From an optimization exercise on the open Yosys and OpenROAD flow, aimed at small area, a short achievable clock period and few clock cycles; shortcuts taken in it are not production practice. At most, simulation tests tie the RTL to the original design; equivalence was not proved. No functional check of the RTL was part of run 5.

--- flow/constraint.sdc ---
create_clock -name core_clock -period 8.0 [get_ports {clk}]
set_input_delay 1.6000 -clock core_clock [delete_from_list [all_inputs] [get_ports {clk}]]
set_output_delay 1.6000 -clock core_clock [all_outputs]
set_load 0.01 [all_outputs]
--- flow/config.mk ---
export PLATFORM = sky130hd
export DESIGN_NAME = full_reciprocal
export DESIGN_NICKNAME = full_reciprocal
export VERILOG_FILES = /design/flow/design.v
export SDC_FILE = /design/flow/constraint.sdc
export NUM_CORES = 4
export LEC_CHECK = 0
export CAP_MARGIN = 20
export CORE_MARGIN = 2
export CORE_UTILIZATION = 40
export SLEW_MARGIN = 20
--- flow/run.sh ---
#!/bin/bash
# synth_recipe.tcl (not shown) runs the flow's synth.tcl, then flattens the netlist and writes it again
# the make line also repeats each setting of config.mk as NAME=value (left out here)
make -C /OpenROAD-flow-scripts/flow DESIGN_CONFIG=/design/flow/config.mk WORK_HOME=/design/flow/orfs CLKGATE_MAP_FILE= SYNTH_SCRIPT=/design/flow/synth_recipe.tcl finish
--- flow/design.v ---
`timescale 1ns / 1ps
module mul12(
input logic[11:0] input0,
input logic[11:0] input1,
output logic[23:0] output0
);
always_comb begin
	output0 <= input0 * input1;
end
endmodule
`timescale 1ns / 1ps
module mul24_ins(
input  logic clk,
input  logic rst,  
input  logic start,
output logic ready,
input  logic[23:0] input0,
input  logic[23:0] input1,
output logic[47:0] output0
);
logic [11:0] mul1_input0, mul1_input1;
logic [23:0] mul1_output0;
mul12 mul12_1 ( 
	.input0(mul1_input0),
	.input1(mul1_input1),
	.output0(mul1_output0)
);
logic [11:0] a0, a1, b0, b1;  
assign a0 = input0[11:0];
assign a1 = input0[23:12];
assign b0 = input1[11:0];
assign b1 = input1[23:12];
logic [23:0] tmp;  
logic [47:0] result;
assign output0 = result;
enum {
	IDLE=0, 
	P0, 
	P1, 
	P2, 
	DONE
} state;
always_ff @(posedge clk) begin: fsm
	if (rst) begin
		state <= IDLE;
		ready <= 1'b0;
	end else
	case(state)
		IDLE: begin
			ready <= 1'b0;  
			if ( start == 1'b0) begin
				state <= IDLE;
			end else begin
				ready <= 1'b0;
				result <= 48'h0;
				tmp <= mul1_output0;  
				state <= P0;
			end
		end
		P0: begin
			result[23:0] <= tmp;
			tmp <= mul1_output0;  
			state <= P1;
		end
		P1: begin
			result[35:12] <= result[35:12] + tmp;
			tmp <= mul1_output0;  
			state <= P2;
		end
		P2: begin
			result[36:12] <= result[35:12] + tmp;
			tmp <= mul1_output0;  
			state <= DONE;
		end
		DONE: begin
			result[47:24] <= result[47:24] + tmp;
			ready <= 1'b1;
			state <= IDLE;
		end
	endcase
end: fsm
always_comb begin
	case(state)
		IDLE: begin
			mul1_input0 = a0; mul1_input1 = b0;  
		end
		P0: begin
			mul1_input0 = a1; mul1_input1 = b0;  
		end
		P1: begin
			mul1_input0 = a0; mul1_input1 = b1;  
		end
		P2: begin
			mul1_input0 = a1; mul1_input1 = b1;  
		end
		default: begin
			mul1_input0 = a0; mul1_input1 = b0;
		end
	endcase;
end
endmodule
`timescale 1ns / 1ps
module full_reciprocal(
input logic clk,
input logic rst,  
input logic start,
output logic ready,
input logic [15:0] input0,
output logic [23:0] output0  
);
localparam logic [23:0] A    = 24'h0F0F0D;  
localparam logic [23:0] B    = 24'h169696;  
localparam logic [23:0] HALF = 24'h040000;  
localparam logic [23:0] TWO  = 24'h100000;  
logic [4:0]   scaling;    
logic [47:0] mulResult;  
logic [23:0] scaledVal;
logic [23:0] approxVal;
logic [23:0] newVal;
logic mul_start;
logic mul_ready;
logic[23:0] mul_input0;
logic[23:0] mul_input1;
logic[47:0] mul_output0;
mul24_ins mul24_0( 
	.clk(clk),
	.rst(rst),
	.start(mul_start),
	.ready(mul_ready),
	.input0(mul_input0),
	.input1(mul_input1),
	.output0(mul_output0) 
);
enum {
	IDLE=0, 
	COMP_AND_SCALE, 
	MUL_A,
	SUB_B, 
	MUL_SCALED, 
	SUB_2, 
	MUL_NEW,
	CHECK_EQ, 
	ASSIGN_NEW, 
	MUL_SCALING, 
	DONE
} state;
always_ff @(posedge clk) begin: fsm
	if (rst) begin
		state <= IDLE;
		ready <= 1'b0;
	end else
	case(state)
		IDLE: begin
			ready <= 1'b0;
			if (start == 1'b0) begin
				state <= IDLE;
			end else begin
				scaledVal <= input0;
				scaling = 5'd19;
				state <= COMP_AND_SCALE;
			end
		end
		COMP_AND_SCALE: begin
			if( scaledVal < HALF ) begin
				scaledVal <= scaledVal << 1;
				scaling --;
				state <= COMP_AND_SCALE;
			end else begin
				state <= MUL_A;
			end
		end
		MUL_A: begin
			if ( mul_ready == 1'b1 ) begin
				mulResult <= mul_output0;
				state <= SUB_B;
			end else begin
				state <= MUL_A;  
			end
		end
		SUB_B: begin
			approxVal <= B - mulResult[42:19];
			state <= MUL_SCALED;
		end
		MUL_SCALED: begin
			if ( mul_ready == 1'b1 ) begin
				mulResult <= mul_output0;
				state <= SUB_2;
			end else begin
				state <= MUL_SCALED;  
			end
		end
		SUB_2: begin
			newVal <= TWO - mulResult[42:19];
			state <= MUL_NEW;
		end
		MUL_NEW: begin
			if ( mul_ready == 1'b1 ) begin
				mulResult <= mul_output0;
				state <= CHECK_EQ;
			end else begin
				state <= MUL_NEW;  
			end
		end
		CHECK_EQ: begin
			if ( approxVal == mulResult[42:19] ) begin
				state <= DONE;
			end else begin
				state <= ASSIGN_NEW;
				newVal <= mulResult[42:19];
			end
		end
		ASSIGN_NEW: begin
			approxVal <= newVal;
			state <= MUL_SCALED;
		end
		DONE: begin
			output0 <= (approxVal >> scaling);
			ready <= 1'b1;
			state <= IDLE;
		end
	endcase
end: fsm
always_comb begin
	case(state)
		MUL_A: begin
			mul_start <= ~mul_ready;
			mul_input0 <= A;
			mul_input1 <= scaledVal;
		end
		MUL_SCALING: begin
			mul_start <= ~mul_ready;
			mul_input0 <= scaling;
			mul_input1 <= approxVal;
		end
		MUL_SCALED: begin
			mul_start <= ~mul_ready;
			mul_input0 <= approxVal;
			mul_input1 <= scaledVal;
		end
		MUL_NEW: begin
			mul_start <= ~mul_ready;
			mul_input0 <= newVal;
			mul_input1 <= approxVal;
		end
		default: begin
			mul_start <= 1'b0;
			mul_input0 <= A;
			mul_input1 <= scaledVal;
		end
	endcase
end
endmodule
==> results.json, run 1 <==
{
  "routedWlPerCell_um": 20.5,
  "netlist_area_um2": 16800,
  "root_buffer": "clkbuf_16",
  "io_pins": 44,
  "period_minus_slack_ns": 7.14,
  "cts-buffers-inserted": 17,
  "regToRegStartpoint": "state[0]$_SDFFE_PP0P_",
  "ys_types": 81,
  "drt_pass1_iterations": 5,
  "cts.sink_count": 189,
  "syn_inst": 1736,
  "synth_common_cells": "195 x nand2_1, 180 x edfxtp_1, 161 x inv_1",
  "synth_compound_area_frac": 0.145,
  "synth_edf_count": 180,
  "critPathLaunch": "state[0]$_SDFFE_PP0P_",
  "worst_pin_slew_ns": 1.12,
  "hold_path_class": "reg -> reg",
  "yosys.area.top_type": "edfxtp_1",
  "multi_input_area_um2": 10200,
  "maxCapViolCount": 0,
  "dr_total_vias": 12800,
  "status": "complete, no violations",
  "final_util": 0.439,
  "path_class": "reg -> reg",
  "grt-ovfl-total": 0,
  "fin_setup_tns_ns": 0,
  "relSlewSlack": 0.250,
  "die_width_um": 209,
  "portBuffers": 43,
  "async_flop_share": 0,
  "fin_skew_ns": 0.0143,
  "drc": 0,
  "die_area_um2": 43700,
  "nets": 1953,
  "cts_buffer_depth": 2,
  "synth_mux_area_frac": 0.0544,
  "finalHoldViolations": 0,
  "stdcell_area_um2": 18400,
  "n_antenna_cell": 0,
  "hold_start": "mul24_0.result[36]$_SDFFCE_PP0P_",
  "post_cts_resized": 0,
  "fmax_mhz": 140,
  "vias_per_cell": 5.64,
  "dp_hpwl_um": 36800,
  "area.growth.synth_to_final_pct": 9.15,
  "timing.critical_path.arrival_ns": 7.34,
  "synth_warnings": 3,
  "drtIter0Drc": 1031,
  "htreeDepth": 4,
  "start_util": 0.403,
  "setup-violations-final": 0,
  "clk_latency_ns": 0.46,
  "yosysSeqAreaShare": 0.332,
  "hold_ws_ns": 0.482,
  "syn_avg_cell_area_um2": 9.68,
  "fin_crit_sh": 0.892,
  "ant_nets": 0,
  "grt_usage": 0.218,
  "yosysMostFrequentCell": "nand2_1",
  "drive_above_1_share": 0.0771,
  "synthTopCellsByArea": "edfxtp_1 32%, fa_1 12%, ha_1 8.0%",
  "cp_max_fo": 16,
  "grt_pass1_vias": 12500,
  "cts_setup_buffers": 0,
  "end_kind": "flop",
  "synth_top_family_by_area": "adder cells",
  "place_area_um2": 17700,
  "synth_flop_cell": "edfxtp_1",
  "crit_path_start_kind": "flop",
  "netlist.area_leader.share": 0.322,
  "finalMaxSlewViolations": 0,
  "antenna_found_initial": 0,
  "cp.required_ns": 8.20,
  "rows": 75,
  "synthAdderAreaFrac": 0.201,
  "nFillCells": 4000,
  "synth_xor_area_frac": 0.0620,
  "synth-seq-cells": 189,
  "grt_max_degree": 36,
  "grt_pass1_wl_um": 73200,
  "clk_pin_slew_ns": 0.08,
  "tritoncts": "yes",
  "core-area_um2": 41800,
  "routed_wl_um": 46600,
  "rsz0062_at_grt": "no",
  "cts_hold_buf": 0,
  "fp.dieH_um": 209,
  "gp_congestion": 0.926,
  "synth-simple-area-share": 0.143,
  "seq_area_um2": 5590
}
==> worst max-delay path: stages, from the launching register on <==
cell	delay, ns
dfxtp_1	0.71
and4bb_1	0.56
a21o_4	0.17
nand2_2	0.10
a221o_1	0.33
a21o_1	0.17
o221ai_2	0.05
buf_4	0.22
or2_1	0.15
fa_1	0.42
fa_1	0.56
inv_1	0.07
fa_1	0.52
fa_1	0.55
inv_1	0.05
fa_1	0.53
inv_1	0.04
ha_1	0.24
or3_1	0.40
nor3_1	0.16
a221oi_1	0.13
a2111oi_0	0.45
o31ai_1	0.13
xor2_1	0.16
==> area by class of cell <==
type,count,share of cell area
Timing Repair Buffer,69,0.0341
Clock inverter,15,0.0108
Tap cell,539,0.0368
Clock buffer,17,0.0232
Multi-Input combinational cell,1282,0.557
Sequential cell,189,0.304
Inverter,166,0.0340
==> layer usage <==
layer  part of all wire  track usage  wire [µm]
met1               0.43        0.293      20200
met2               0.48        0.360      22200
met3              0.055       0.0286       2580
met4              0.036       0.0800       1670
met5                  0            0          0
==> registers in the layout, summed over array words and instances (netlist names) <==
name            count
ready               1
mul24_0.tmp        24
approxVal          24
newVal             24
output0            24
mul24_0.result     31
scaling             5
mul24_0.ready       1
mul24_0.state       3
state               4
mulResult          24
scaledVal          24
==> layout by cell type (no fill, tap or decap), types with 10 or more instances in the layout <==
cell	count
xnor2_1	60
ha_1	107
nand3_1	20
a221oi_1	12
nor2_1	126
and3_1	13
nand2b_1	18
clkdlybuf4s50_1	43
o21a_1	10
buf_4	26
mux4_2	19
clkbuf_16	17
a21oi_1	108
o22ai_1	19
fa_1	102
inv_1	161
edfxtp_1	180
mux2i_1	25
a211oi_1	25
a31oi_1	17
a21o_1	32
and2_1	36
mux2_2	19
o21ai_0	68
xor2_1	59
o21ai_1	15
nand2_1	195
nor2b_1	26
nor3_1	23
==> worst paths after layout <==
check | cells past startpoint | endpoint | slack, ns
worst max-delay path | 23 | mul24_0.tmp[22]$_DFFE_PP_ | 0.86
worst min-delay path | 0 | mulResult[36]$_DFFE_PP_ | 0.48
worst max register to register | 23 | mul24_0.tmp[22]$_DFFE_PP_ | 0.86
worst min register to register | 0 | mulResult[36]$_DFFE_PP_ | 0.48
==> cell families after synthesis <==
logic type               Yosys count
AND/OR/NAND/NOR                  510
buffers and inverters            265
flip-flops                       189
multiplexers                      65
adder cells (fa/ha/maj)          209
XOR/XNOR                         119
AO/OA/AOI/OAI                    379
==> per-stage QoR <==
stage          setup slack [ns]  std cells
5_1_grt                   0.511       2277
6_report                  0.863       2277
2_1_floorplan              1.70       1736
4_1_cts                   0.893       2277
3_5_place_dp              0.933       2245
3_3_place_gp               1.06       2245
Testbench counts, summed over its fixed seeds: cycles 87,368.
==> inputs of run 2 (changes only) <==
==> flow/design.v (replaced) <==
`timescale 1ns / 1ps
module full_reciprocal(
input logic clk,
input logic rst,  
input logic start,
output logic ready,
input logic [15:0] input0,
output logic [23:0] output0  
);
logic        busy;
logic [15:0] x;      
logic [16:0] p;      
logic [19:0] q;      
logic [19:0] res;    
assign output0 = {4'b0, res};
logic [15:0] sm;     
always_comb begin
	sm[15] = input0[15];
	for (int i = 14; i >= 0; i--) sm[i] = sm[i+1] | input0[i];
end
logic [16:0] p0;
assign p0 = {sm, 1'b1} & ~{1'b0, sm};
logic [16:0] diff;
logic        qb;
logic [15:0] r;
assign diff = p - {1'b0, x};
assign qb   = ~diff[16] | p[16];
assign r    = qb ? diff[15:0] : p[15:0];
logic        pow2;
logic [15:0] xrev;
assign pow2 = (x & (x - 16'd1)) == 16'd0;
always_comb for (int i = 0; i < 16; i++) xrev[i] = x[15-i];
logic done;
assign done = busy & q[19];
always_ff @(posedge clk) begin
	if (!busy) begin
		x <= input0;
		p <= p0;
		q <= {3'b0, p0};
	end else begin
		p <= {r, 1'b0};
		q <= {q[18:0], qb};
	end
	if (done && !rst)
		res <= pow2 ? {xrev, 4'b0} : {q[18:0], qb};
	if (rst) begin
		busy  <= 1'b0;
		ready <= 1'b0;
	end else begin
		busy  <= busy ? ~q[19] : start;
		ready <= done;
	end
end
endmodule
--- a/flow/config.mk
+++ b/flow/config.mk
@@ -7,2 +7,3 @@
 export LEC_CHECK = 0
+export ABC_CLOCK_PERIOD_IN_PS = 2500
 export CAP_MARGIN = 20
@@ -10,2 +11,3 @@
 export CORE_UTILIZATION = 40
+export SETUP_SLACK_MARGIN = 5
 export SLEW_MARGIN = 20
==> run 2 against run 1 <==
Net effect: non-clock buffer count is 11 lower; register-to-register slack better by 4.2 ns; critical path depth is 14 lower; worst setup slack better by 4.2 ns; highest routed layer unchanged.
==> results.json, run 2 <==
{
  "place_area_um2": 4360,
  "yosysSeqAreaShare": 0.484,
  "root_buffer": "clkbuf_8",
  "cts_buffer_depth": 2,
  "path_class": "reg -> reg",
  "end_kind": "flop",
  "ys_types": 58,
  "whs_path_depth": 2,
  "synth_top_family_by_area": "compound AO/OA/AOI/OAI gates",
  "setup-violations-final": 0,
  "synth_warnings": 1,
  "synth_common_cells": "39 x dfxtp_1, 36 x edfxtp_1, 33 x nand2_1",
  "cp_max_fo": 5,
  "crit_chain": "buf_4, nor4_4, nand3_2, a2111oi_2, nor2_1, a2111oi_4, buf_4, o21a_4, mux2_1",
  "fin_skew_ns": 0.0112,
  "io_pins": 44,
  "period_minus_slack_ns": 2.91,
  "synth-seq-cells": 75,
  "grt-ovfl-total": 0,
  "maxCapViolCount": 0,
  "rows": 35,
  "dr_total_vias": 2950,
  "layout_commonest_cell": "dfxtp_1",
  "drt_pass1_iterations": 4,
  "worst_pin_slew_ns": 0.707,
  "cts-buffers-inserted": 9,
  "dp_hpwl_um": 6240,
  "yosysMostFrequentCell": "dfxtp_1",
  "fin_crit_sh": 0.364,
  "instances_no_fill": 561,
  "start_util": 0.414,
  "rsz0062_at_grt": "no",
  "critPathLaunch": "x[0]$_DFFE_PN_",
  "relSlewSlack": 0.522,
  "synth_mux_area_frac": 0.0850,
  "tritoncts": "yes",
  "netlist_area_um2": 3840,
  "core-area_um2": 9280,
  "cp.required_ns": 8.11,
  "fin_setup_tns_ns": 0,
  "drtIter0Drc": 171,
  "netlist.area_leader.share": 0.281,
  "grt_pass1_vias": 2773,
  "n_antenna_cell": 0,
  "synthTopCellsByArea": "edfxtp_1 28%, dfxtp_1 20%, ha_1 5.2%",
  "synthAdderAreaFrac": 0.0625,
  "syn_avg_cell_area_um2": 10.5,
  "finalMaxSlewViolations": 0,
  "grt_max_degree": 33,
  "synth_compound_area_frac": 0.151,
  "grt_usage": 0.173,
  "rrSetupSlack_ns": 5.09,
  "synth_xor_area_frac": 0.0205,
  "fp.dieH_um": 102,
  "synth-simple-area-share": 0.147,
  "clk_latency_ns": 0.35,
  "worst_r2r_path_depth": 9,
  "synth_flop_cell": "dfxtp_1",
  "syn_inst": 365,
  "top_regs": "q (20), res (20), p (17)",
  "cpMostUsedCell": "buf_4",
  "crit_path_start_kind": "flop",
  "area.growth.synth_to_final_pct": 25.3,
  "hold_path_class": "reg -> reg",
  "htreeDepth": 3,
  "critPathMaxStageDelay_ns": 0.42,
  "status": "complete, no violations",
  "synth_edf_count": 36,
  "antenna_found_initial": 0,
  "vias_per_cell": 5.26,
  "cts.sink_count": 75,
  "finalHoldViolations": 0,
  "portBuffers": 39,
  "fmax_mhz": 343,
  "timing.critical_path.arrival_ns": 3.02,
  "die_area_um2": 10400,
  "clk_pin_slew_ns": 0.09,
  "grt_pass1_wl_um": 13700,
  "stdcell_area_um2": 4810,
  "nets": 463,
  "drc": 0,
  "cts_hold_buf": 0,
  "hold_start": "q[2]$_DFF_P_",
  "nFillCells": 843,
  "final_cell_mix": "39 x dfxtp_1, 36 x edfxtp_1, 32 x nand2_1, 32 x clkdlybuf4s50_1",
  "regToRegStartpoint": "x[0]$_DFFE_PN_",
  "yosys.area.top_type": "edfxtp_1",
  "ant_nets": 0,
  "drive_above_1_share": 0.169,
  "gp_congestion": 0.875,
  "cpMaxStageDelayCell": "edfxtp_1",
  "die_width_um": 102,
  "async_flop_share": 0,
  "routed_wl_um": 8850,
  "routedWlPerCell_um": 15.8,
  "dp_cells": 527
}
==> run 2: changes by cell type after synthesis, moves of 30 or more <==
cell      change
xor2_1       -57
a21oi_1      -95
xnor2_1      -53
o21ai_0      -42
ha_1         -91
inv_1       -135
clkbuf_1     -55
fa_1        -101
and2_1       -30
dfxtp_1      +30
nor2_1      -107
edfxtp_1    -144
nand2_1     -162
==> run 2: metrics by stage <==
step	hold slack [ns]	util	setup slack (ns)
6_report	0.450	0.519	5.09
5_1_grt	0.474	0.519	4.99
3_5_place_dp	0.434	0.470	4.07
4_1_cts	0.450	0.504	4.96
2_1_floorplan	0.418	-	5.01
3_3_place_gp	0.434	0.470	4.11
==> run 2: worst max-delay path: cells and delay by family, from the launching register on <==
| family | cells | cell delay [ns] |
|---|---|---|
| compound gates | 3 | 0.88 |
| buf+inv | 2 | 0.38 |
| flops | 1 | 0.42 |
| mux | 1 | 0.33 |
| simple gates | 3 | 0.66 |
==> run 2: layer usage <==
metal,GRT usage,routed length (µm)
met1,0.234,4200
met3,0.0328,342
met2,0.282,4180
met4,0.0554,125
met5,0,0
==> run 2: cells by family after synthesis <==
kind of cell,after synthesis
flip-flops,75
XOR/XNOR,9
adder cells (fa/ha/maj),19
AO/OA/AOI/OAI,83
multiplexers,27
buffers and inverters,39
other,1
AND/OR/NAND/NOR,112
==> run 2: final timing paths <==
path	end
min reg2reg	q[3]$_DFF_P_
max reg2reg	res[16]$_DFFE_PP_
min	q[3]$_DFF_P_
max	res[16]$_DFFE_PP_
==> run 2: final cells by class <==
cell class	instances	area, µm²	share of cell area
timing repair buffer	58	544	0.113
tap	129	161	0.0335
clock buffer	9	124	0.0257
sequential	75	1860	0.387
multi-input combinational	256	1950	0.404
inverter	27	101	0.0210
clock inverter	7	75.1	0.0156
==> run 2: what timing repair did <==
item / 4_1_cts / 5_1_grt
endpoints found under the setup margin: 34 / 21
gates resized for setup: 13 / 17
cloned: 1 / 1
setup buffers: 5 / 11
pin swaps: 3 / 8
Testbench counts of run 2, summed over its fixed seeds: cycles 7,283.
==> inputs of run 3 (changes only) <==
--- a/flow/config.mk
+++ b/flow/config.mk
@@ -11,3 +11,2 @@
 export CORE_UTILIZATION = 40
-export SETUP_SLACK_MARGIN = 5
 export SLEW_MARGIN = 20
==> run 3 against run 2 <==
Net effect: register-to-register slack got worse by 0.42 ns; synthesized cell count unchanged; critical path type is now in -> reg; clock skew down 0.0032 ns; largest cell class is now registers; sequential share of layout area up 2.2 points.
==> results.json, run 3 <==
{
  "critPathMaxStageDelay_ns": 0.51,
  "nets": 446,
  "synth_edf_count": 36,
  "synth_common_cells": "39 x dfxtp_1, 36 x edfxtp_1, 33 x nand2_1",
  "multi_input_area_um2": 1810,
  "crit_chain": "clkdlybuf4s50_1, nor4_1, nand3_1, nor4_2, nand2_1, nor3_1, nor3b_1, a21o_1",
  "netlist_area_um2": 3840,
  "instances_no_fill": 544,
  "cts-buffers-inserted": 9,
  "start_util": 0.414,
  "n_antenna_cell": 0,
  "dp_cells": 528,
  "htreeDepth": 3,
  "grt_pass1_vias": 2731,
  "fin_skew_ns": 0.00801,
  "rsz0062_at_grt": "no",
  "cp.required_ns": 8.31,
  "cts_setup_buffers": 0,
  "drive_above_1_share": 0.104,
  "syn_avg_cell_area_um2": 10.5,
  "grt_usage": 0.180,
  "end_kind": "flop",
  "cts_hold_buf": 0,
  "clk_latency_ns": 0.36,
  "tritoncts": "yes",
  "nFillCells": 862,
  "routed_wl_um": 8650,
  "grt_pass1_wl_um": 14000,
  "final_cell_mix": "39 x dfxtp_1, 39 x clkdlybuf4s50_1, 36 x edfxtp_1",
  "drt_pass1_iterations": 4,
  "antenna_found_initial": 0,
  "rows": 35,
  "status": "complete, no violations",
  "timing.critical_path.arrival_ns": 4.14,
  "fin_crit_sh": 0.478,
  "ant_nets": 0,
  "netlist.area_leader.share": 0.281,
  "grt-ovfl-total": 0,
  "cp_max_fo": 6,
  "synth_flop_cell": "dfxtp_1",
  "syn_inst": 365,
  "cts.sink_count": 75,
  "crit_family": "simple AND/OR/NAND/NOR gates",
  "critPathLaunch": "input0[14]",
  "finalHoldViolations": 0,
  "worst_pin_slew_ns": 0.939,
  "relSlewSlack": 0.365,
  "top_regs": "q (20), res (20), p (17)",
  "routedWlPerCell_um": 15.9,
  "fmax_mhz": 262,
  "die_width_um": 102,
  "finalMaxSlewViolations": 0,
  "die_area_um2": 10400,
  "hold_path_class": "reg -> reg",
  "dp_hpwl_um": 6470,
  "cpMaxStageDelayCell": "clkdlybuf4s50_1",
  "area.growth.synth_to_final_pct": 18.6,
  "crit_end": "q[0]$_DFF_P_",
  "synth_top_family_by_area": "compound AO/OA/AOI/OAI gates",
  "post_cts_resized": 0,
  "grt_max_degree": 33,
  "period_minus_slack_ns": 3.82,
  "gp_congestion": 0.852,
  "rrSetupSlack_ns": 4.67,
  "ys_types": 58,
  "portBuffers": 39,
  "fp.dieH_um": 102,
  "io_pins": 44,
  "timing.rr.end": "p[9]$_DFF_P_",
  "cts_buffer_depth": 2,
  "synth_xor_area_frac": 0.0205,
  "yosys.area.top_type": "edfxtp_1",
  "core-area_um2": 9280,
  "path_class": "in -> reg",
  "clk_pin_slew_ns": 0.08,
  "cp.depth": 8,
  "synthAdderAreaFrac": 0.0625,
  "crit_path_start_kind": "primary input",
  "maxCapViolCount": 0,
  "worst_r2r_path_depth": 10,
  "setup-violations-final": 0,
  "root_buffer": "clkbuf_8",
  "regToRegStartpoint": "x[0]$_DFFE_PN_",
  "worst-path-buf-inv": 1,
  "synth_compound_area_frac": 0.151,
  "synth-simple-area-share": 0.147,
  "vias_per_cell": 5.21,
  "synth_warnings": 1,
  "drc": 0,
  "async_flop_share": 0,
  "synth-seq-cells": 75,
  "synthTopCellsByArea": "edfxtp_1 28%, dfxtp_1 20%, ha_1 5.2%",
  "yosysSeqAreaShare": 0.484,
  "seq_area_um2": 1860,
  "dr_total_vias": 2832,
  "fin_setup_tns_ns": 0,
  "yosysMostFrequentCell": "dfxtp_1",
  "synth_mux_area_frac": 0.0850,
  "drtIter0Drc": 98
}
==> run 3: changes by cell type in the layout (fill, tap and decap cells not counted), moves of 3 or more <==
cell             delta
nor4_4              -3
clkdlybuf4s50_1     +7
dlymetal6s2s_1      -4
buf_4              -14
==> run 3: area by class of cell <==
| type | instances | share of cell area |
|---|---|---|
| timing repair buffer | 43 | 0.0922 |
| clock inverter | 6 | 0.0154 |
| clock buffer | 10 | 0.0302 |
| multi-input combinational | 254 | 0.396 |
| inverter | 27 | 0.0222 |
| sequential | 75 | 0.408 |
| tap | 129 | 0.0354 |
==> run 3: routing by layer <==
layer	routed length, µm	track usage	up-vias
met5	0	0	-
met2	4010	0.292	61
met3	416	0.0479	13
met4	171	0.0687	0
li1	-	-	1417
met1	4050	0.232	1341
==> run 3: worst register-to-register path: stages (launching register included) <==
cell      delay, ns
edfxtp_1       0.52
ha_1           0.28
fa_1           0.42
nor2b_1        0.18
o31a_1         0.19
o311a_1        0.24
a31oi_2        0.19
o21ai_1        0.57
buf_4          0.33
mux2i_1        0.20
o21ai_0        0.10
==> run 3: logic make-up (layout without fill, tap and decap cells) <==
kind of cell / count (synthesis) / after routing
AO/OA/AOI/OAI: 83 / 83
XOR/XNOR: 9 / 9
adder cells (fa/ha/maj): 19 / 19
buffers and inverters: 39 / 86
flip-flops: 75 / 75
multiplexers: 27 / 27
other: 1 / 4
AND/OR/NAND/NOR: 112 / 112
==> run 3: how the worst min path moves through the flow <==
stage	start	to	slack [ns]	depth (start not counted)
after floorplan	q[2]$_DFF_P_	q[3]$_DFF_P_	0.42	2
after global placement	q[16]$_DFF_P_	q[17]$_SDFF_PN0_	0.43	1
after detailed placement	q[16]$_DFF_P_	q[17]$_SDFF_PN0_	0.44	1
after CTS	q[0]$_DFF_P_	q[1]$_DFF_P_	0.46	2
after global routing	q[17]$_SDFF_PN0_	q[18]$_SDFF_PN0_	0.47	1
final	q[0]$_DFF_P_	q[1]$_DFF_P_	0.45	2
==> run 3: stage by stage <==
stage	hold slack (ns)	worst slack, ns	util	cell area [µm²]
2_1_floorplan	0.418	4.89	-	3850
3_3_place_gp	0.430	3.88	0.469	4350
3_5_place_dp	0.439	3.76	0.469	4350
4_1_cts	0.459	4.14	0.491	4560
5_1_grt	0.474	3.90	0.491	4560
6_report	0.454	4.18	0.491	4560
==> inputs of run 4 (changes only) <==
--- a/flow/config.mk
+++ b/flow/config.mk
@@ -7,3 +7,2 @@
 export LEC_CHECK = 0
-export ABC_CLOCK_PERIOD_IN_PS = 2500
 export CAP_MARGIN = 20
==> run 4 against run 3 <==
Net effect: utilization unchanged; die area unchanged; critical path type unchanged; global-route usage unchanged; non-clock buffer count unchanged.
==> results.json, run 4 <==
{
  "hold_ws_ns": 0.454,
  "synth_common_cells": "39 x dfxtp_1, 36 x edfxtp_1, 33 x nand2_1",
  "rsz0062_at_grt": "no",
  "fin_ws_ns": 4.18,
  "grt_util_met3": 0.0479,
  "setup-violations-final": 0,
  "portBuffers": 39,
  "final_cell_mix": "39 x dfxtp_1, 39 x clkdlybuf4s50_1, 36 x edfxtp_1",
  "htreeDepth": 3,
  "regToRegStartpoint": "x[0]$_DFFE_PN_",
  "status": "complete, no violations",
  "yosysSeqAreaShare": 0.484,
  "ys_types": 58,
  "rows": 35,
  "vias_per_cell": 5.21,
  "tritoncts": "yes",
  "routed_wl_um": 8650,
  "routedWlPerCell_um": 15.9,
  "crit_path_start_kind": "primary input",
  "area.growth.synth_to_final_pct": 18.6,
  "netlist_area_um2": 3840,
  "gp_congestion": 0.852,
  "cp_max_fo": 6,
  "drtIter0Drc": 98,
  "grt-ovfl-total": 0,
  "fp.dieH_um": 102,
  "synth_mux_area_frac": 0.0850,
  "synth_compound_area_frac": 0.151,
  "dp_hpwl_um": 6470,
  "grt_max_degree": 33,
  "drt_pass1_iterations": 4,
  "fin_setup_tns_ns": 0,
  "n_antenna_cell": 0,
  "synth_edf_count": 36,
  "worstHoldEndpoint": "q[1]$_DFF_P_",
  "grt_pass1_wl_um": 14000,
  "stdcell_area_um2": 4560,
  "synth_flop_cell": "dfxtp_1",
  "yosys.area.top_type": "edfxtp_1",
  "timing.rr.end": "p[9]$_DFF_P_",
  "async_flop_share": 0,
  "syn_avg_cell_area_um2": 10.5,
  "grtUsageMet2": 0.292,
  "worst_r2r_path_depth": 10,
  "end_kind": "flop",
  "synthTopCellsByArea": "edfxtp_1 28%, dfxtp_1 20%, ha_1 5.2%",
  "fmax_mhz": 262,
  "root_buffer": "clkbuf_8",
  "nFillCells": 862,
  "met1_usage": 0.232,
  "dr_total_vias": 2832,
  "top_usage_layer": "met2",
  "io_pins": 44,
  "worst_pin_slew_ns": 0.939,
  "hold_path_class": "reg -> reg",
  "cts_setup_buffers": 0,
  "timing.critical_path.arrival_ns": 4.14,
  "path_class": "in -> reg",
  "synth-seq-cells": 75,
  "period_minus_slack_ns": 3.82,
  "antenna_found_initial": 0,
  "whs_path_depth": 2,
  "cts_buffer_depth": 2,
  "instances_no_fill": 544,
  "die_area_um2": 10400,
  "place_area_um2": 4350,
  "post_cts_resized": 0,
  "ant_nets": 0,
  "dp_cells": 528,
  "start_util": 0.414,
  "clk_latency_ns": 0.36,
  "synth_xor_area_frac": 0.0205,
  "fin_crit_sh": 0.478,
  "finalHoldViolations": 0,
  "grt_pass1_vias": 2731,
  "cp.required_ns": 8.31,
  "cts-buffers-inserted": 9,
  "syn_inst": 365,
  "drive_above_1_share": 0.104,
  "core-area_um2": 9280,
  "final_util": 0.491,
  "fin_skew_ns": 0.00801,
  "cts_hold_buf": 0,
  "clk_pin_slew_ns": 0.08,
  "synthAdderAreaFrac": 0.0625,
  "synth_warnings": 1,
  "relSlewSlack": 0.365,
  "hold_start": "q[0]$_DFF_P_",
  "synth_top_family_by_area": "compound AO/OA/AOI/OAI gates",
  "synth-simple-area-share": 0.147,
  "yosysMostFrequentCell": "dfxtp_1",
  "drc": 0,
  "cts.sink_count": 75,
  "die_width_um": 102,
  "nets": 446,
  "maxCapViolCount": 0,
  "netlist.area_leader.share": 0.281,
  "detailedPlace.worstSlack_ns": 3.76,
  "rrSetupSlack_ns": 4.67,
  "grt_usage": 0.180,
  "finalMaxSlewViolations": 0,
  "top_regs": "q (20), res (20), p (17)"
}
run 4: cell counts in the layout (fill, tap and decap cells not counted):
No cell type changed its count.
run 4: cell families after synthesis:
logic type / after synthesis
DFF: 75
and+or+nand+nor: 112
AOI/OAI and AO/OA: 83
buffers and inverters: 39
muxes: 27
xor gates and xnor gates: 9
other: 1
adders and majority gates: 19
run 4: final cells by class:
cell class	count	area [µm²]	area share
Clock buffer	10	138	0.0302
Clock inverter	6	70.1	0.0154
Inverter	27	101	0.0222
Multi-Input combinational cell	254	1810	0.396
Sequential cell	75	1860	0.408
Tap cell	129	161	0.0354
Timing Repair Buffer	43	420	0.0922
run 4: worst max-delay path by stage:
stage / startpoint / endpoint / slack, ns
finish: input0[14] / q[0]$_DFF_P_ / 4.18
global route: input0[14] / q[0]$_DFF_P_ / 3.90
CTS: input0[14] / q[0]$_DFF_P_ / 4.14
detailed placement: input0[14] / q[0]$_DFF_P_ / 3.76
global placement: input0[14] / q[0]$_DFF_P_ / 3.88
floorplan: input0[14] / q[0]$_DFF_P_ / 4.89
run 4: layer usage:
metal / wire length, µm / part of all wire
met1: 4050 / 0.47
met5: 0 / 0
met4: 171 / 0.020
met3: 416 / 0.048
met2: 4010 / 0.46
run 4: critical path, cell delays in order:
cell and delay, ns:
clkdlybuf4s50_1 0.51, nor4_1 0.49, nand3_1 0.19, nor4_2 0.37, nand2_1 0.15, nor3_1 0.43
nor3b_1 0.29, a21o_1 0.11
==> inputs of run 5 (changes only) <==
==> flow/design.v (replaced) <==
`timescale 1ns / 1ps
module full_reciprocal(
input logic clk,
input logic rst,  
input logic start,
output logic ready,
input logic [15:0] input0,
output logic [23:0] output0  
);
localparam int FL = 15;           
localparam int XW = FL - 1;       
localparam int KMAX = 1 << (20 - FL);
logic          busy;
logic [XW-1:0] x;      
logic [XW:0]   p;      
logic [19:0]   q;      
logic [19:0]   res;    
assign output0 = {4'b0, res};
logic fast;
assign fast = |input0[15:FL-1];
logic [KMAX+1:8] t;    
always_comb begin
	for (int k = 8; k <= KMAX; k++) t[k] = ({4'b0, input0} <= 20'(524288 / k));
	t[KMAX+1] = 1'b0;
end
logic [19:0] fq;
always_comb begin
	fq = '0;
	for (int k = 8; k <= KMAX; k++)
		if (t[k] & ~t[k+1]) fq = fq | 20'(k);
end
logic [XW:0] p0;
always_comb begin
	logic any;
	any = 1'b0;
	for (int i = XW; i >= 1; i--) begin
		p0[i] = input0[i-1] & ~any;
		any = any | input0[i-1];
	end
	p0[0] = ~any;
end
logic [XW+1:0] diff;
logic          qb;
logic [XW-1:0] r;
assign diff = {1'b0, p} - {2'b0, x};
assign qb   = ~diff[XW+1];
assign r    = qb ? diff[XW-1:0] : p[XW-1:0];
logic        pow2;
logic [19:0] xrev;
always_ff @(posedge clk) pow2 <= (x & (x - 1'b1)) == '0;
always_comb begin
	xrev = '0;
	for (int i = 0; i < XW; i++) xrev[19-i] = x[i];
end
logic done;
assign done = busy & q[19];
always_ff @(posedge clk) begin
	if (!busy) begin
		x <= input0[XW-1:0];
		p <= p0;
		q <= {{(19-XW){1'b0}}, p0};
	end else begin
		p <= {r, 1'b0};
		q <= {q[18:0], qb};
	end
	if (!rst) begin
		if (done)
			res <= pow2 ? xrev : {q[18:0], qb};
		else if (!busy && start && fast)
			res <= fq;
	end
	if (rst) begin
		busy  <= 1'b0;
		ready <= 1'b0;
	end else begin
		busy  <= busy ? ~q[19] : start & ~fast;
		ready <= done | (~busy & start & fast);
	end
end
endmodule
--- a/flow/config.mk
+++ b/flow/config.mk
@@ -10,2 +10,3 @@
 export CORE_UTILIZATION = 40
+export SETUP_SLACK_MARGIN = 5
 export SLEW_MARGIN = 20
==> run 5 against run 4 <==
Net effect: still clean; count of clock-buffer cells in the layout increased by 1; synthesized cell count up 57%; utilization up 7.7 points; highest routed layer is now met5.
==> results.json, run 5 <==
{
  "status": "complete, no violations",
  "drt_pass1_iterations": 8,
  "synth_warnings": 1,
  "crit_path_start_kind": "primary input",
  "io_pins": 44,
  "layout_commonest_cell": "nor2_1",
  "grt_pass1_vias": 4862,
  "antenna_found_initial": 1,
  "syn_avg_cell_area_um2": 8.52,
  "timing.critical_path.arrival_ns": 3.42,
  "crit_chain": "clkbuf_4, inv_1, nand4b_1, nor4_2, nor3_1, nor2_1, nor4_4, a21oi_2",
  "ant_nets": 0,
  "synth-seq-cells": 72,
  "dp_hpwl_um": 11500,
  "relSlewSlack": 0.351,
  "path_class": "in -> reg",
  "clk_pin_slew_ns": 0.06,
  "critPathMaxStageDelay_ns": 0.38,
  "finalMaxSlewViolations": 0,
  "grt_usage": 0.275,
  "portBuffers": 39,
  "start_util": 0.408,
  "cp_max_fo": 22,
  "synthTopCellsByArea": "edfxtp_1 21%, dfxtp_1 16%, mux2i_1 4.7%",
  "setup-violations-final": 0,
  "grt_max_degree": 33,
  "finalHoldViolations": 0,
  "cts_hold_buf": 0,
  "clk_latency_ns": 0.34,
  "yosysMostFrequentCell": "nor2_1",
  "worst_pin_slew_ns": 0.972,
  "cp.required_ns": 8.08,
  "instances_no_fill": 784,
  "area.growth.synth_to_final_pct": 39.1,
  "hold_path_class": "reg -> reg",
  "gp_congestion": 0.970,
  "crit_family": "simple AND/OR/NAND/NOR gates",
  "syn_inst": 573,
  "rsz0062_at_grt": "yes",
  "fp.dieH_um": 115,
  "cp.depth": 8,
  "core-area_um2": 12000,
  "drc": 0,
  "cts.sink_count": 72,
  "final_util": 0.568,
  "period_minus_slack_ns": 3.34,
  "die_area_um2": 13100,
  "worst_r2r_path_depth": 9,
  "fin_crit_sh": 0.417,
  "fmax_mhz": 300,
  "fin_skew_ns": 0.00690,
  "final_cell_mix": "53 x nor2_1, 41 x nand2_1, 38 x dfxtp_1",
  "routed_wl_um": 18300,
  "nets": 666,
  "grt_pass1_wl_um": 27300,
  "nFillCells": 1093,
  "htreeDepth": 3,
  "drtIter0Drc": 630,
  "worst-path-buf-inv": 2,
  "netlist.area_leader.share": 0.209,
  "place_area_um2": 5390,
  "cts_buffer_depth": 2,
  "routedWlPerCell_um": 23.4,
  "rows": 40,
  "yosys.area.top_type": "edfxtp_1",
  "n_antenna_cell": 0,
  "stdcell_area_um2": 6800,
  "cts-buffers-inserted": 9,
  "maxCapViolCount": 0,
  "netlist_area_um2": 4880,
  "cpMaxStageDelayCell": "nor3_1",
  "ys_types": 76,
  "yosysSeqAreaShare": 0.365,
  "dp_cells": 720,
  "dr_total_vias": 5097,
  "top_regs": "q (20), res (20), p (15)",
  "synth_common_cells": "59 x nor2_1, 45 x nand2_1, 38 x clkbuf_1, 38 x dfxtp_1",
  "drive_above_1_share": 0.261,
  "tritoncts": "yes",
  "root_buffer": "clkbuf_16",
  "die_width_um": 115,
  "fin_setup_tns_ns": 0,
  "whs_path_depth": 2,
  "async_flop_share": 0,
  "end_kind": "flop",
  "vias_per_cell": 6.50,
  "synth_flop_cell": "dfxtp_1",
  "synth_edf_count": 34,
  "grt-ovfl-total": 0
}
-- run 5: cell types whose count changed after synthesis, sizes merged, moves of 7 or more --
cell / before / now
clkbuf: 5 / 38
nand4: 0 / 9
mux2: 15 / 2
nand2: 33 / 45
nor3: 8 / 17
mux2i: 12 / 23
o21ai: 27 / 34
a21oi: 13 / 28
nor2: 21 / 59
-- run 5: final timing paths --
check                 startpoint               end  slack [ns]
setup / recovery      input0[15]  res[1]$_DFFE_PP_        4.66
hold / removal      q[2]$_DFF_P_      q[3]$_DFF_P_        0.45
setup reg to reg  x[3]$_DFFE_PN_      p[1]$_DFF_P_        5.21
hold reg to reg     q[2]$_DFF_P_      q[3]$_DFF_P_        0.45
-- run 5: cells by family after synthesis --
family,count (synthesis),share of synthesized area
AND/OR/NAND/NOR,227,0.252
AO/OA/AOI/OAI,150,0.210
flip-flops,72,0.365
buffers and inverters,70,0.0571
multiplexers,25,0.0517
adder cells (fa/ha/maj),18,0.0464
XOR/XNOR,10,0.0179
other,1,0.000768
-- run 5: per-layer routing --
layer	GRT usage	wire length [µm]	vias to the layer above	share of wire
li1	-	-	2258	-
met1	0.362	7380	2371	0.40
met2	0.406	7830	361	0.43
met3	0.101	2310	105	0.13
met4	0.117	796	2	0.043
met5	0	13	-	0.00071
-- run 5: final cells by class --
cell class / instances / area (µm²) / share of cell area
Inverter: 24 / 90.1 / 0.0133
Clock buffer: 11 / 254 / 0.0374
Tap cell: 147 / 184 / 0.0271
Sequential cell: 72 / 1780 / 0.262
Multi-Input combinational cell: 435 / 3330 / 0.490
Timing Repair Buffer: 90 / 1090 / 0.161
Clock inverter: 5 / 61.3 / 0.00902
-- run 5: repair_timing --
action	CTS	global route
setup endpoints to repair	52	38
gates cloned	6	2
buffers inserted	25	15
resized for setup	171	47
pin swaps	23	30
-- run 5: per-stage QoR --
stage | hold WS (ns) | setup WS, ns
2_1_floorplan | 0.425 | 4.52
3_3_place_gp | 0.440 | 3.09
3_5_place_dp | 0.438 | 3.18
4_1_cts | 0.451 | 4.59
5_1_grt | 0.477 | 4.64
6_report | 0.448 | 4.66
-- run 5: tightest hold or removal path: cells and delay by family (launching register included) --
kind | cells | cell delay (ns)
AND/OR/NAND/NOR | 2 | 0.10
flip-flops | 1 | 0.31
==> inputs of run 6 (changes only) <==
--- a/flow/design.v
+++ b/flow/design.v
@@ -9,3 +9,3 @@
 );
-localparam int FL = 15;           
+localparam int FL = 16;           
 localparam int XW = FL - 1;       
--- a/flow/config.mk
+++ b/flow/config.mk
@@ -7,2 +7,3 @@
 export LEC_CHECK = 0
+export ABC_AREA = 1
 export CAP_MARGIN = 20
==> run 6 against run 5 <==
Net effect: clock skew is 0.0016 ns lower; area after synthesis is 5.5% lower; via count is 15% lower; first-iteration DRC count is 60% lower; sequential share of layout area is 8.0 points higher; critical path type unchanged; global-route usage is 6.8 points lower; highest routed layer is now met4.
==> results.json, run 6 <==
{
  "status": "complete, no violations",
  "synth_flop_cell": "dfxtp_1",
  "top_usage_layer": "met2",
  "routedWlPerCell_um": 15.0,
  "die_area_um2": 12400,
  "yosysMostFrequentCell": "nand2_1",
  "fin_crit_sh": 0.363,
  "cp.required_ns": 8.02,
  "critPathMaxStageDelay_ns": 0.52,
  "netlist.area_leader.share": 0.228,
  "syn_avg_cell_area_um2": 7.11,
  "grt_util_met3": 0.0376,
  "worst-path-buf-inv": 2,
  "root_buffer": "clkbuf_16",
  "dp_hpwl_um": 9810,
  "die_width_um": 111,
  "path_class": "in -> reg",
  "drive_above_1_share": 0.0928,
  "cts.sink_count": 74,
  "nets": 720,
  "drt_pass1_iterations": 4,
  "fp.dieH_um": 111,
  "grt_pass1_wl_um": 20400,
  "cts_hold_buf": 0,
  "hold_path_class": "reg -> reg",
  "core-area_um2": 11300,
  "n_antenna_cell": 0,
  "netlist_area_um2": 4620,
  "crit_family": "buffers and inverters",
  "relSlewSlack": 0.371,
  "grt-ovfl-total": 0,
  "htreeDepth": 3,
  "met1_usage": 0.264,
  "instances_no_fill": 833,
  "synth_edf_count": 35,
  "setup-violations-final": 0,
  "final_cell_mix": "201 x nand2_1, 80 x nor2_1, 75 x inv_1",
  "clk_pin_slew_ns": 0.06,
  "finalHoldViolations": 0,
  "cts-buffers-inserted": 9,
  "end_kind": "flop",
  "grt_usage": 0.207,
  "start_util": 0.408,
  "synth-seq-cells": 74,
  "synthTopCellsByArea": "edfxtp_1 23%, dfxtp_1 17%, nand2_1 17%",
  "syn_inst": 649,
  "tritoncts": "yes",
  "grt_pass1_vias": 4203,
  "rsz0062_at_grt": "no",
  "vias_per_cell": 5.18,
  "yosys.area.top_type": "edfxtp_1",
  "routed_wl_um": 12500,
  "drc": 0,
  "gp_congestion": 0.961,
  "antenna_found_initial": 0,
  "crit_path_start_kind": "primary input",
  "area.growth.synth_to_final_pct": 15.9,
  "timing.critical_path.arrival_ns": 2.93,
  "cts_buffer_depth": 2,
  "dp_cells": 815,
  "maxCapViolCount": 0,
  "portBuffers": 39,
  "ant_nets": 0,
  "grt_max_degree": 38,
  "cpMaxStageDelayCell": "clkdlybuf4s50_1",
  "fin_setup_tns_ns": 0,
  "worst_pin_slew_ns": 0.943,
  "crit_chain": "clkdlybuf4s50_1, nand3_1, a21oi_2, buf_4",
  "io_pins": 44,
  "fmax_mhz": 344,
  "ys_types": 39,
  "rows": 39,
  "synth_warnings": 1,
  "fin_skew_ns": 0.00527,
  "finalMaxSlewViolations": 0,
  "grtUsageMet2": 0.346,
  "period_minus_slack_ns": 2.91,
  "yosysSeqAreaShare": 0.397,
  "drtIter0Drc": 251,
  "dr_total_vias": 4314,
  "layout_commonest_cell": "nand2_1",
  "cp_max_fo": 18,
  "hold_ws_ns": 0.432,
  "clk_latency_ns": 0.33,
  "async_flop_share": 0,
  "top_regs": "q (20), res (20), p (16)",
  "synth_common_cells": "203 x nand2_1, 86 x nor2_1, 79 x inv_1"
}
## run 6: path summary, 6_finish.rpt
| check | startpoint | end | slack (ns) | depth (start not counted) |
|---|---|---|---|---|
| worst max-delay path | start | res[11]$_SDFFCE_PN0P_ | 5.09 | 4 |
| worst min-delay path | q[15]$_DFF_P_ | q[16]$_SDFF_PN0_ | 0.43 | 2 |
| worst max register to register | x[0]$_DFFE_PN_ | p[12]$_DFF_P_ | 5.47 | 11 |
| worst min register to register | q[15]$_DFF_P_ | q[16]$_SDFF_PN0_ | 0.43 | 2 |
## run 6: area by class of cell
cell class                 count  area [µm²]
clock buffer                  11         243
clock inverter                 5        53.8
fill                        1157        5970
inverter                      79         297
multi-input combinational    478        2390
sequential                    74        1830
tap                          143         179
timing repair buffer          43         359
## run 6: cells by family after synthesis
kind of cell | share of synthesized area
buf+inv | 0.0940
compound gates | 0.108
xor+xnor | 0.0133
simple gates | 0.338
other cells | 0.000812
flops | 0.397
fa+ha+maj | 0.0493
## run 6: worst reg2reg max path, stage by stage, from the launching register on
cell and delay (ns):
edfxtp_1 0.44, ha_1 0.26, fa_1 0.43, o21ai_2 0.27, nand2_2 0.10, nand2_4 0.10
nand3_4 0.13, nand2_4 0.28, nand2_1 0.23, nand2_1 0.11, nand2_1 0.06, nand2_1 0.06
## run 6: what timing repair did
| action | 4_1_cts | 5_1_grt |
|---|---|---|
| endpoints found under the setup margin | 31 | 3 |
| pin swaps | 2 | 1 |
| gates resized for setup | 28 | 28 |
| setup buffers | 2 | 0 |
## run 6: through the flow
stage	worst slack, ns	instance area, µm²	util
6_report	5.09	5350	0.472
4_1_cts	5.06	5390	0.476
2_1_floorplan	5.14	4630	-
3_5_place_dp	4.29	5080	0.449
5_1_grt	5.01	5350	0.472
3_3_place_gp	4.31	5080	0.449
## run 6: per-layer routing
| layer | vias to the layer above | routed length [µm] |
|---|---|---|
| met5 | - | 0 |
| met4 | 0 | 415 |
| met3 | 33 | 635 |
| met2 | 127 | 5960 |
| met1 | 1989 | 5440 |
| li1 | 2165 | - |
Testbench counts of run 6, summed over its fixed seeds: cycles 4,975.
==> inputs of run 7 (changes only) <==
--- a/flow/config.mk
+++ b/flow/config.mk
@@ -7,3 +7,2 @@
 export LEC_CHECK = 0
-export ABC_AREA = 1
 export CAP_MARGIN = 20
==> run 7 against run 6 <==
Net effect: critical path depth grew 4; clock skew grew 0.0054 ns; final area shrank 8.3%; global-route usage shrank 0.59 points; fmax shrank 0.78%; count of clock-buffer cells in the layout shrank 2; via count shrank 18%; final cell count shrank 25%; register-to-register slack lost 0.24 ns; die area shrank 9.3%; flip-flop and latch count is the same; critical path type unchanged.
==> results.json, run 7 <==
{
  "status": "complete, no violations",
  "hold_path_class": "reg -> reg",
  "gp_congestion": 0.938,
  "core-area_um2": 10200,
  "finalMaxSlewViolations": 0,
  "vias_per_cell": 5.68,
  "hold_ws_ns": 0.455,
  "grt-ovfl-total": 0,
  "maxCapViolCount": 0,
  "cts_buffer_depth": 2,
  "fin_skew_ns": 0.0107,
  "cts_hold_buf": 0,
  "antenna_found_initial": 0,
  "synth_edf_count": 35,
  "grt_pass1_wl_um": 17600,
  "place_area_um2": 4640,
  "root_buffer": "clkbuf_8",
  "grt_max_degree": 45,
  "worstHoldEndpoint": "q[10]$_DFF_P_",
  "dp_cells": 601,
  "setup-violations-final": 0,
  "final_util": 0.479,
  "fin_ws_ns": 5.07,
  "portBuffers": 39,
  "layout_commonest_cell": "nand2_1",
  "path_class": "in -> reg",
  "synthTopCellsByArea": "edfxtp_1 25%, dfxtp_1 19%, ha_1 4.5%",
  "drt_pass1_iterations": 4,
  "routedWlPerCell_um": 17.6,
  "drtIter0Drc": 225,
  "area.growth.synth_to_final_pct": 17.5,
  "rows": 37,
  "hold_start": "q[9]$_DFF_P_",
  "async_flop_share": 0,
  "whs_path_depth": 2,
  "syn_avg_cell_area_um2": 9.23,
  "die_area_um2": 11300,
  "rrSetupSlack_ns": 5.23,
  "tritoncts": "yes",
  "cts.sink_count": 74,
  "routed_wl_um": 10900,
  "drive_above_1_share": 0.128,
  "cp_max_fo": 11,
  "n_antenna_cell": 0,
  "cts-buffers-inserted": 9,
  "die_width_um": 106,
  "io_pins": 44,
  "clk_pin_slew_ns": 0.09,
  "fin_crit_sh": 0.366,
  "drc": 0,
  "synth-seq-cells": 74,
  "top_layer": "met4",
  "fin_setup_tns_ns": 0,
  "worst_pin_slew_ns": 0.871,
  "yosysSeqAreaShare": 0.439,
  "yosysMostFrequentCell": "nand2_1",
  "timing.critical_path.arrival_ns": 3.03,
  "final_cell_mix": "43 x nand2_1, 40 x nor2_1, 39 x dfxtp_1",
  "cp.required_ns": 8.10,
  "detailedPlace.worstSlack_ns": 3.92,
  "netlist_area_um2": 4170,
  "cpMostUsedCell": "nor2_1",
  "dr_total_vias": 3525,
  "ys_types": 68,
  "fp.dieH_um": 106,
  "rsz0062_at_grt": "yes",
  "worst_r2r_path_depth": 8,
  "synth_warnings": 1,
  "crit_path_start_kind": "primary input",
  "end_kind": "flop",
  "synth_flop_cell": "dfxtp_1",
  "nets": 515,
  "timing.rr.end": "p[11]$_DFF_P_",
  "cpMaxStageDelayCell": "o311a_1",
  "stdcell_area_um2": 4900,
  "syn_inst": 452,
  "fmax_mhz": 341,
  "clk_latency_ns": 0.36,
  "wl_met3_um": 470,
  "start_util": 0.408,
  "critPathMaxStageDelay_ns": 0.38,
  "instances_no_fill": 621,
  "ant_nets": 0,
  "synth_common_cells": "43 x nand2_1, 41 x nor2_1, 39 x dfxtp_1",
  "dr_wl_met2_um": 5320,
  "nFillCells": 1002,
  "crit_chain": "clkbuf_4, nor2b_4, nand2b_1, o311a_1, a311oi_2, nor2_1, nor2_1, a21oi_1",
  "dp_hpwl_um": 7950,
  "top_regs": "q (20), res (20), p (16)",
  "period_minus_slack_ns": 2.93,
  "netlist.area_leader.share": 0.252,
  "grt_pass1_vias": 3375,
  "regToRegStartpoint": "x[1]$_DFFE_PN_",
  "grt_usage": 0.201,
  "m1WireLength_um": 4980,
  "htreeDepth": 3,
  "yosys.area.top_type": "edfxtp_1",
  "relSlewSlack": 0.418,
  "finalHoldViolations": 0
}
## run 7: cell count changes after synthesis, sizes merged, moves of 8 or more
cell,change
nand2,-162
inv,-59
nor2,-49
a21oi,-16
mux2i,+16
nand3,-16
clkbuf,+11
a31oi,+10
o21ai,-9
a21o,+8
o311ai,+8
## run 7: layer usage
metal | global-route usage | vias to the layer above
met5 | 0 | -
met3 | 0.0405 | 18
met4 | 0.0583 | 0
met1 | 0.281 | 1709
met2 | 0.315 | 92
li1 | - | 1706
## run 7: how the worst max path moves through the flow
stage / cells past startpoint / slack, ns / to / startpoint
global placement: 8 / 3.98 / p[1]$_DFF_P_ / input0[12]
floorplan: 8 / 4.77 / p[1]$_DFF_P_ / input0[14]
detailed placement: 8 / 3.92 / p[1]$_DFF_P_ / input0[12]
CTS: 9 / 4.99 / p[1]$_DFF_P_ / input0[14]
global route: 8 / 4.98 / res[2]$_DFFE_PP_ / input0[9]
finish: 8 / 5.07 / res[2]$_DFFE_PP_ / input0[9]
## run 7: critical path: cells and delay by family
kind	cells	cell delay, ns
simple gates	4	0.49
compound gates	3	0.73
buf+inv	1	0.20
## run 7: repair_timing
item                       in CTS  in global routing
gates resized for setup        64                 35
pin swaps                       6                  6
buffers inserted                2                  2
setup endpoints to repair      49                 38
## run 7: cells by family (layout without fill, tap and decap cells)
| family | after synthesis | after routing | synth area share |
|---|---|---|---|
| multiplexers | 16 | 16 | 0.0384 |
| AND/OR/NAND/NOR | 176 | 176 | 0.219 |
| adder cells (fa/ha/maj) | 20 | 20 | 0.0594 |
| AO/OA/AOI/OAI | 106 | 106 | 0.173 |
| buffers and inverters | 51 | 81 | 0.0528 |
| XOR/XNOR | 8 | 8 | 0.0168 |
| other | 1 | 4 | 0.000899 |
| flip-flops | 74 | 74 | 0.439 |
## run 7: area by class of cell
class / count / area [µm²] / share of cell area
Inverter: 20 / 75.1 / 0.0153
Multi-Input combinational cell: 330 / 2250 / 0.458
Timing Repair Buffer: 45 / 373 / 0.0760
Clock inverter: 7 / 85.1 / 0.0173
Clock buffer: 9 / 124 / 0.0253
Tap cell: 136 / 170 / 0.0347
Sequential cell: 74 / 1830 / 0.373
==> inputs of run 8 (changes only) <==
--- a/flow/config.mk
+++ b/flow/config.mk
@@ -10,2 +10,3 @@
 export CORE_UTILIZATION = 40
+export CTS_BUF_LIST = sky130_fd_sc_hd__clkbuf_8
 export SETUP_SLACK_MARGIN = 5
==> run 8 against run 7 <==
Net effect: still clean on timing, DRC and antenna; synthesized cell count unchanged; final area did not move; utilization unchanged; final cell count unchanged; clock skew unchanged; sequential share of layout area unchanged; global-route usage stayed put; flip-flop and latch count did not move; worst setup slack stayed put; critical path depth unchanged; critical path type unchanged.
==> results.json, run 8 <==
{
  "grt_pass1_vias": 3375,
  "yosysSeqAreaShare": 0.439,
  "critPathMaxStageDelay_ns": 0.38,
  "rsz0062_at_grt": "yes",
  "cts_buffer_depth": 2,
  "root_buffer": "clkbuf_8",
  "clk_latency_ns": 0.36,
  "timing.rr.end": "p[11]$_DFF_P_",
  "fin_ws_ns": 5.07,
  "relSlewSlack": 0.418,
  "timing.critical_path.arrival_ns": 3.03,
  "fin_crit_sh": 0.366,
  "fp.dieH_um": 106,
  "synth_edf_count": 35,
  "ys_types": 68,
  "ant_nets": 0,
  "yosys.area.top_type": "edfxtp_1",
  "grt_usage": 0.201,
  "dp_cells": 601,
  "crit_chain": "clkbuf_4, nor2b_4, nand2b_1, o311a_1, a311oi_2, nor2_1, nor2_1, a21oi_1",
  "vias_per_cell": 5.68,
  "async_flop_share": 0,
  "yosysMostFrequentCell": "nand2_1",
  "routedWlPerCell_um": 17.6,
  "hold_path_class": "reg -> reg",
  "grt_pass1_wl_um": 17600,
  "final_cell_mix": "43 x nand2_1, 40 x nor2_1, 39 x dfxtp_1",
  "regToRegStartpoint": "x[1]$_DFFE_PN_",
  "area.growth.synth_to_final_pct": 17.5,
  "dr_total_vias": 3525,
  "status": "complete, no violations",
  "met1_usage": 0.281,
  "layout_commonest_cell": "nand2_1",
  "fmax_mhz": 341,
  "rows": 37,
  "netlist.area_leader.share": 0.252,
  "gp_congestion": 0.938,
  "synth_flop_cell": "dfxtp_1",
  "drt_pass1_iterations": 4,
  "worst_pin_slew_ns": 0.871,
  "htreeDepth": 3,
  "cts_hold_buf": 0,
  "final_util": 0.479,
  "drtIter0Drc": 225,
  "finalHoldViolations": 0,
  "cpMostUsedCell": "nor2_1",
  "grt_util_met3": 0.0405,
  "rrSetupSlack_ns": 5.23,
  "netlist_area_um2": 4170,
  "n_antenna_cell": 0,
  "detailedPlace.worstSlack_ns": 3.92,
  "synthTopCellsByArea": "edfxtp_1 25%, dfxtp_1 19%, ha_1 4.5%",
  "drc": 0,
  "setup-violations-final": 0,
  "fin_setup_tns_ns": 0,
  "dp_hpwl_um": 7950,
  "end_kind": "flop",
  "place_area_um2": 4640,
  "maxCapViolCount": 0,
  "die_area_um2": 11300,
  "cts-buffers-inserted": 9,
  "syn_inst": 452,
  "antenna_found_initial": 0,
  "grtUsageMet2": 0.315,
  "fin_skew_ns": 0.0107,
  "stdcell_area_um2": 4900,
  "whs_path_depth": 2,
  "synth_warnings": 1,
  "path_class": "in -> reg",
  "tritoncts": "yes",
  "top_regs": "q (20), res (20), p (16)",
  "instances_no_fill": 621,
  "cpMaxStageDelayCell": "o311a_1",
  "nFillCells": 1002,
  "io_pins": 44,
  "drive_above_1_share": 0.128,
  "period_minus_slack_ns": 2.93,
  "top_usage_layer": "met2",
  "cp_max_fo": 11,
  "die_width_um": 106,
  "clk_pin_slew_ns": 0.09,
  "grt-ovfl-total": 0,
  "portBuffers": 39,
  "hold_start": "q[9]$_DFF_P_",
  "cp.required_ns": 8.10,
  "worst_r2r_path_depth": 8,
  "synth-seq-cells": 74,
  "worstHoldEndpoint": "q[10]$_DFF_P_",
  "syn_avg_cell_area_um2": 9.23,
  "crit_path_start_kind": "primary input",
  "grt_max_degree": 45,
  "cts.sink_count": 74,
  "routed_wl_um": 10900,
  "synth_common_cells": "43 x nand2_1, 41 x nor2_1, 39 x dfxtp_1",
  "start_util": 0.408,
  "finalMaxSlewViolations": 0,
  "nets": 515,
  "core-area_um2": 10200
}
## run 8: layout make-up
class / instances / area (µm²) / area share
multi-input combinational: 330 / 2250 / 0.458
sequential: 74 / 1830 / 0.373
timing repair buffer: 45 / 373 / 0.0760
tap: 136 / 170 / 0.0347
clock buffer: 9 / 124 / 0.0253
clock inverter: 7 / 85.1 / 0.0173
inverter: 20 / 75.1 / 0.0153
## run 8: stage by stage
stage,hold slack [ns]
after CTS,0.454
after detailed placement,0.440
after floorplan,0.419
final,0.455
after global placement,0.443
after global routing,0.484
## run 8: cell families (layout without fill, tap and decap cells)
logic type / Yosys count / count (layout) / synth area share
xor gates and xnor gates: 8 / 8 / 0.0168
adders and majority gates: 20 / 20 / 0.0594
other: 1 / 4 / 0.000899
buffers and inverters: 51 / 81 / 0.0528
AOI/OAI and AO/OA: 106 / 106 / 0.173
DFF: 74 / 74 / 0.439
muxes: 16 / 16 / 0.0384
and+or+nand+nor: 176 / 176 / 0.219
## run 8: worst max path at each step
stage	to	slack (ns)	startpoint
finish	res[2]$_DFFE_PP_	5.07	input0[9]
global placement	p[1]$_DFF_P_	3.98	input0[12]
detailed placement	p[1]$_DFF_P_	3.92	input0[12]
CTS	p[1]$_DFF_P_	4.99	input0[14]
floorplan	p[1]$_DFF_P_	4.77	input0[14]
global route	res[2]$_DFFE_PP_	4.98	input0[9]
## run 8: routing by layer
layer,share of wire,routed length (µm),vias up
li1,-,-,1706
met4,0.016,170,0
met5,0,0,-
met3,0.043,470,18
met1,0.46,4980,1709
met2,0.49,5320,92
## run 8: timing repair
| item | 4_1_cts | 5_1_grt |
|---|---|---|
| gates resized for setup | 64 | 35 |
| pin swaps | 6 | 6 |
| setup buffers | 2 | 2 |
| setup endpoints to repair | 49 | 38 |
| gates cloned | 0 | 0 |
## run 8: worst max-delay path: cells and delay by family
kind	cells	cell delay, ns
compound gates	3	0.73
buf+inv	1	0.20
simple gates	4	0.49

==> port drivers added, routing unchanged <==
The flow's constraints put no driver on any port. The routed layouts listed below were extracted and timed again, unchanged, in two steps.
Step 1, drivers: a clkbuf_16 drives clk and a buf_2 each remaining input, both assumed.
Step 2 times the ports against the registers' clock, not the clock port: input delays grow and output delays shrink by t, the midpoint of the rising clock arrivals with the driver on.
Slacks: ideal / step 1 / step 2; pairs: ideal / step 1.
| run | t (ns) | setup WS [ns] | worst hold slack (ns) |
|---|---|---|---|
| run 1 | 0.497 | 0.863 / 0.863 / 0.863 | 0.482 / 0.482 / 0.482 |
| run 2 | 0.376 | 5.087 / 5.087 / 4.734 | 0.450 / 0.450 / 0.450 |
| run 3 | 0.392 | 4.177 / 4.185 / 3.793 | 0.454 / 0.454 / 0.454 |
| run 4 | 0.392 | 4.177 / 4.185 / 3.793 | 0.454 / 0.454 / 0.454 |
| run 5 | 0.373 | 4.662 / 4.601 / 4.227 | 0.448 / 0.448 / 0.448 |
| run 6 | 0.370 | 5.094 / 5.107 / 4.736 | 0.432 / 0.432 / 0.432 |
| run 7 | 0.383 | 5.071 / 5.071 / 4.689 | 0.455 / 0.455 / 0.455 |
| run 8 | 0.383 | 5.071 / 5.071 / 4.689 | 0.455 / 0.455 / 0.455 |
After both steps every run listed still meets setup and hold. The setup slack of run 5, which loses most, moves by -0.061 ns with the drivers and by -0.435 ns with both steps.
